This is an optimization exercise on Yosys and OpenROAD, whose aim is small area, not a production implementation. Where RTL was checked, it was by simulation tests only, not by an equivalence proof against the original. The flow treats the clock pin as an ideal source, which a real chip does not have. No activity file was given, so power comes from the tool's default toggle rates.

// uart_top
module uart_top (
    input clk, rst,
    input tx_start, rx_start,
    input [7:0] tx_data,
    input [16:0] baud,
    input [3:0] length,
    input parity_type, parity_en,
    input stop2,
    output tx_done,rx_done, tx_err, rx_err,
    output [7:0] rx_out
 );
For scale: roughly 350 cells after synthesis, ~48 I/O pins.
clock: 10.0 ns
lec_check: 0
cap_margin: 20
core_margin: 2
core_utilization: 60
place_density: 0.75
slew_margin: 20
standard.sh (not shown) runs the stock make flow with config.mk's settings and CLKGATE_MAP_FILE= SYNTH_SCRIPT=/design/flow/synth_recipe.tcl, a recipe that flattens the netlist after the stock synthesis.
==> flow/flow/run.sh <==
#!/bin/bash
# Standard layout (standard synthesis unchanged), with these changes:
#  - every input and output port still gets its own buffer, but a buf_1
#    instead of the flow's default port buffer cell;
#  - clock tree built from clkbuf_4 cells, without dummy loads; leaf
#    buffers with many flip-flops are upsized (flow/post_cts.tcl);
#  - power recovery (downsizing of gates with slack) after global routing
#    (RECOVER_POWER), followed by a repair_design pass for any slew or
#    capacitance violation it leaves (flow/post_grt.tcl).
# The make output goes to standard_flow.log; ORFS keeps each step's log
# under orfs/logs.
set -euo pipefail
HERE=$(pwd)
export BUFFER_PORTS_ARGS="-buffer_cell sky130_fd_sc_hd__buf_1"
export CTS_ARGS="-sink_clustering_enable -repair_clock_nets -buf_list sky130_fd_sc_hd__clkbuf_4 -sink_clustering_size 32 -sink_clustering_max_diameter 300 -dont_use_dummy_load"
export POST_CTS_TCL=$HERE/flow/post_cts.tcl
export RECOVER_POWER=100
export POST_GLOBAL_ROUTE_TCL=$HERE/flow/post_grt.tcl
bash standard.sh > standard_flow.log 2>&1
==> flow/flow/post_cts.tcl <==
set block [ord::get_db_block]
set big [[ord::get_db] findMaster sky130_fd_sc_hd__clkbuf_8]
foreach inst [$block getInsts] {
  if {[[$inst getMaster] getName] ne "sky130_fd_sc_hd__clkbuf_4"} { continue }
  set out [[$inst findITerm X] getNet]
  if {$out eq "NULL" || [$out getSigType] ne "CLOCK"} { continue }
  set n [llength [$out getITerms]]
  if {$n > 10} {
    puts "post_cts: [$inst getName] drives [expr {$n - 1}] pins, upsized to clkbuf_8"
    $inst swapMaster $big
  }
}
detailed_placement
==> flow/flow/post_grt.tcl <==
# Global route's power recovery (RECOVER_POWER) runs after its repair_design;
# repair any slew or capacitance violation it left, then legalize and
# update the routing of the changed nets.
global_route -start_incremental
estimate_parasitics -global_routing
repair_design -verbose
detailed_placement
global_route -end_incremental
estimate_parasitics -global_routing
report_check_types -max_slew -max_capacitance -violators
Next try:
--- a/flow/flow/run.sh
+++ b/flow/flow/run.sh
@@ -9,2 +9,5 @@
 #    capacitance violation it leaves (flow/post_grt.tcl).
+#  - after floorplanning, combinational cells from synthesis are put at their
+#    smallest drive strength (flow/downsize.tcl); placement's repair_design
+#    and the timing repairs size them back up where needed.
 # The make output goes to standard_flow.log; ORFS keeps each step's log
@@ -15,2 +18,3 @@
 export CTS_ARGS="-sink_clustering_enable -repair_clock_nets -buf_list sky130_fd_sc_hd__clkbuf_4 -sink_clustering_size 32 -sink_clustering_max_diameter 300 -dont_use_dummy_load"
+export POST_FLOORPLAN_TCL=$HERE/flow/downsize.tcl
 export POST_CTS_TCL=$HERE/flow/post_cts.tcl
==> flow/flow/downsize.tcl (new file) <==
# Put each combinational cell from synthesis at its smallest drive strength
# (smaller area); the flow's repair_design after placement and its timing
# repair size cells back up where slew, capacitance or timing need it.
# Flip-flops, adders, ties and clock cells are left as they are.
set db [ord::get_db]
set block [ord::get_db_block]
set dont_use {}
if {[info exists ::env(DONT_USE_CELLS)]} { set dont_use $::env(DONT_USE_CELLS) }
proc is_dont_use {name pats} {
  foreach p $pats { if {[string match $p $name]} { return 1 } }
  return 0
}
set n 0
set saved 0.0
foreach inst [$block getInsts] {
  set m [$inst getMaster]
  set name [$m getName]
  if {![regexp {^(sky130_fd_sc_hd__([a-z0-9]+))_([0-9]+)$} $name -> base kind drive]} { continue }
  if {[regexp {^(df|edf|sdf|dl|conb|tap|fill|decap|diode|ha|fa|maj|clk|lpflow|probe)} $kind]} { continue }
  set area [expr {[$m getWidth] * [$m getHeight]}]
  set best ""
  set best_area $area
  foreach d {0 1 2 4} {
    if {$d >= $drive} { break }
    set cand [$db findMaster ${base}_$d]
    if {$cand eq "NULL" || [is_dont_use [$cand getName] $dont_use]} { continue }
    set a [expr {[$cand getWidth] * [$cand getHeight]}]
    if {$a < $best_area} { set best $cand; set best_area $a }
  }
  if {$best ne ""} {
    if {[$inst swapMaster $best]} {
      incr n
      set saved [expr {$saved + ($area - $best_area) / 1e6}]
    }
  }
}
puts "downsize: $n cells swapped to a smaller drive, [format %.1f $saved] um^2 less"
CORE_UTILIZATION = 40   (was 60)
PLACE_DENSITY = 0.6   (was 0.75)
Wire length drops by 1.7%.
Clock power increases by about 6%.
Die area rises by 47%.
Final area came out higher by 0.98%.

* * *

uart_top, a different RTL version from the one above (not shown whole).
Size in the first run: roughly 420 cells after synthesis, about 64 flip-flops, roughly 48 I/O pins.
clock: 10.0 ns
lec_check: 0
cap_margin: 20
core_margin: 2
core_utilization: 40
place_density: 0.6
slew_margin: 20
run.sh (not shown) runs the stock make flow with config.mk's settings and CLKGATE_MAP_FILE= SYNTH_SCRIPT=/design/flow/synth_recipe.tcl, a recipe that flattens the netlist after the stock synthesis.
Stock flow here: none of the scripts above is used.
The first run ran to the end with no violations.
Then changed:
--- a/flow/config.mk
+++ b/flow/config.mk
@@ -10,0 +11,3 @@
+export CTS_BUF_LIST = sky130_fd_sc_hd__clkbuf_4
+export CTS_CLUSTER_DIAMETER = 100
+export CTS_CLUSTER_SIZE = 30
After rerunning:
- flip-flop and latch count is unchanged
- clock skew rose by 3.2 ps
- via count hardly moves
- register-to-register slack stays flat
- cell area fell by 1.1%
- utilization fell by 0.52 points
- total power fell by 7.5%
- synthesized cell count does not change
- worst setup slack improved by 88 ps
- count of clock-buffer cells in the layout stays the same
- clock power fell by about 20%
No run of this note included a check of the RTL's function; only the layout flow was run.

* * *

uart_top, a different RTL version from the one above (not shown whole).
Size in the first run: about 360 cells after synthesis, roughly 48 I/O pins, ~0.0036 sq mm of cells after synthesis.
==> flow/config.mk <==
export PLATFORM = sky130hd
export DESIGN_NAME = uart_top
export DESIGN_NICKNAME = uart_top
export VERILOG_FILES = /design/flow/design.v
export SDC_FILE = /design/flow/constraint.sdc
export NUM_CORES = 4
export LEC_CHECK = 0
export CAP_MARGIN = 20
export CORE_MARGIN = 2
export CORE_UTILIZATION = 40
export PLACE_DENSITY = 0.6
export SLEW_MARGIN = 20
==> flow/constraint.sdc <==
create_clock -name core_clock -period 10.0 [get_ports {clk}]
set_input_delay 2.0000 -clock core_clock [delete_from_list [all_inputs] [get_ports {clk}]]
set_output_delay 2.0000 -clock core_clock [all_outputs]
set_load 0.01 [all_outputs]
standard.sh (not shown) runs the stock make flow with config.mk's settings and CLKGATE_MAP_FILE= SYNTH_SCRIPT=/design/flow/synth_recipe.tcl, a recipe that flattens the netlist after the stock synthesis.
==> flow/flow/run.sh <==
#!/bin/bash
# Standard layout (standard synthesis unchanged), with three changes:
#  - every input and output port still gets its own buffer, but a buf_1
#    instead of the flow's default port buffer cell;
#  - clock tree built from clkbuf_4 cells, without dummy loads;
#  - power recovery (downsizing of gates with slack) after global routing.
# The make output goes to standard_flow.log; ORFS keeps each step's log
# under orfs/logs.
set -euo pipefail
export BUFFER_PORTS_ARGS="-buffer_cell sky130_fd_sc_hd__buf_1"
export CTS_ARGS="-sink_clustering_enable -repair_clock_nets -buf_list sky130_fd_sc_hd__clkbuf_4 -sink_clustering_size 32 -sink_clustering_max_diameter 300 -dont_use_dummy_load"
export RECOVER_POWER=100
bash standard.sh > standard_flow.log 2>&1
Edit:
--- a/flow/flow/run.sh
+++ b/flow/flow/run.sh
@@ -2 +2 @@
-# Standard layout (standard synthesis unchanged), with three changes:
+# Standard layout (standard synthesis unchanged), with these changes:
@@ -5,2 +5,4 @@
-#  - clock tree built from clkbuf_4 cells, without dummy loads;
-#  - power recovery (downsizing of gates with slack) after global routing.
+#  - clock tree built from clkbuf_4 cells, without dummy loads; leaf
+#    buffers with many flip-flops are upsized (flow/post_cts.tcl);
+#  - power recovery (downsizing of gates with slack) before global routing
+#    (flow/pre_grt.tcl), whose repair_design then runs as usual.
@@ -9,0 +12 @@
+HERE=$(pwd)
@@ -12 +15,2 @@
-export RECOVER_POWER=100
+export POST_CTS_TCL=$HERE/flow/post_cts.tcl
+export PRE_GLOBAL_ROUTE_TCL=$HERE/flow/pre_grt.tcl
==> flow/flow/post_cts.tcl (new file) <==
set block [ord::get_db_block]
set big [[ord::get_db] findMaster sky130_fd_sc_hd__clkbuf_8]
foreach inst [$block getInsts] {
  if {[[$inst getMaster] getName] ne "sky130_fd_sc_hd__clkbuf_4"} { continue }
  set out [[$inst findITerm X] getNet]
  if {$out eq "NULL" || [$out getSigType] ne "CLOCK"} { continue }
  set n [llength [$out getITerms]]
  if {$n > 10} {
    puts "post_cts: [$inst getName] drives [expr {$n - 1}] pins, upsized to clkbuf_8"
    $inst swapMaster $big
  }
}
detailed_placement
==> flow/flow/pre_grt.tcl (new file) <==
# Power recovery (downsizing gates that have slack) before global routing,
# so that global route's own repair_design still fixes any slew or
# capacitance violation it leaves.
estimate_parasitics -placement
repair_timing -recover_power 100 -verbose
detailed_placement
What happened:
- design area rose by 0.35%
- wire length barely changes
- final cell count stays the same
- count of clock-buffer cells in the layout is unchanged
- hold slack loses 8.5 ps
Edit:
--- a/flow/flow/run.sh
+++ b/flow/flow/run.sh
@@ -7,2 +7,3 @@
-#  - power recovery (downsizing of gates with slack) before global routing
-#    (flow/pre_grt.tcl), whose repair_design then runs as usual.
+#  - power recovery (downsizing of gates with slack) after global routing
+#    (RECOVER_POWER), followed by a repair_design pass for any slew or
+#    capacitance violation it leaves (flow/post_grt.tcl).
@@ -16 +17,2 @@
-export PRE_GLOBAL_ROUTE_TCL=$HERE/flow/pre_grt.tcl
+export RECOVER_POWER=100
+export POST_GLOBAL_ROUTE_TCL=$HERE/flow/post_grt.tcl
==> flow/flow/post_grt.tcl (new file) <==
# Global route's power recovery (RECOVER_POWER) runs after its repair_design;
# repair any slew or capacitance violation it left, then legalize and
# update the routing of the changed nets.
global_route -start_incremental
estimate_parasitics -global_routing
repair_design -verbose
detailed_placement
global_route -end_incremental
estimate_parasitics -global_routing
report_check_types -max_slew -max_capacitance -violators
removed: flow/flow/pre_grt.tcl
- power stays flat
- synthesized cell count does not change
- sequential share of layout area barely changes
- critical path depth does not change
- core utilization hardly moves

## port drivers added, routing unchanged
How much do the figures lean on ideal ports? The routed layouts below were timed once more, with nothing changed but the port constraints. Step 1, drivers: a clkbuf_16 drives clk and a buf_2 each remaining input, both assumed. Step 2 moves the port delays by t, midway between the first and last clock arrival at a register: inputs arrive t later, outputs are due t later. That takes back most of the time a late clock gives input paths. Slacks: ideal / step 1 / step 2; pairs: ideal / step 1.
| run | shift t [ns] | setup slack, ns | hold slack, ns | clock arrival spread, ns | pins driven straight from the clock port |
|---|---|---|---|---|---|
| the first run of note 1 | 0.409 | 5.481 / 5.483 / 5.074 | 0.394 / 0.394 / 0.394 | 0.029 / 0.029 | 1 |
| the second run of note 1 | 0.424 | 5.418 / 5.425 / 5.001 | 0.393 / 0.393 / 0.393 | 0.023 / 0.023 | 1 |
| the first run of note 2 | 0.361 | 4.865 / 4.864 / 4.503 | 0.450 / 0.450 / 0.450 | 0.007 / 0.007 | 1 |
| the second run of note 2 | 0.431 | 4.953 / 4.950 / 4.519 | 0.457 / 0.457 / 0.457 | 0.010 / 0.010 | 1 |
| the first run of note 3 | 0.416 | 5.323 / 5.329 / 4.913 | 0.400 / 0.400 / 0.400 | 0.042 / 0.042 | 1 |
| the second run of note 3 | 0.416 | 5.385 / 5.390 / 4.973 | 0.392 / 0.392 / 0.392 | 0.027 / 0.027 | 1 |
| the third run of note 3 | 0.417 | 5.320 / 5.325 / 4.908 | 0.392 / 0.392 / 0.392 | 0.028 / 0.028 | 1 |
After both steps every run listed still meets setup and hold. For the second run of note 2, which loses most, drivers alone change the setup slack by -0.003 ns; drivers and shift together by -0.434 ns.
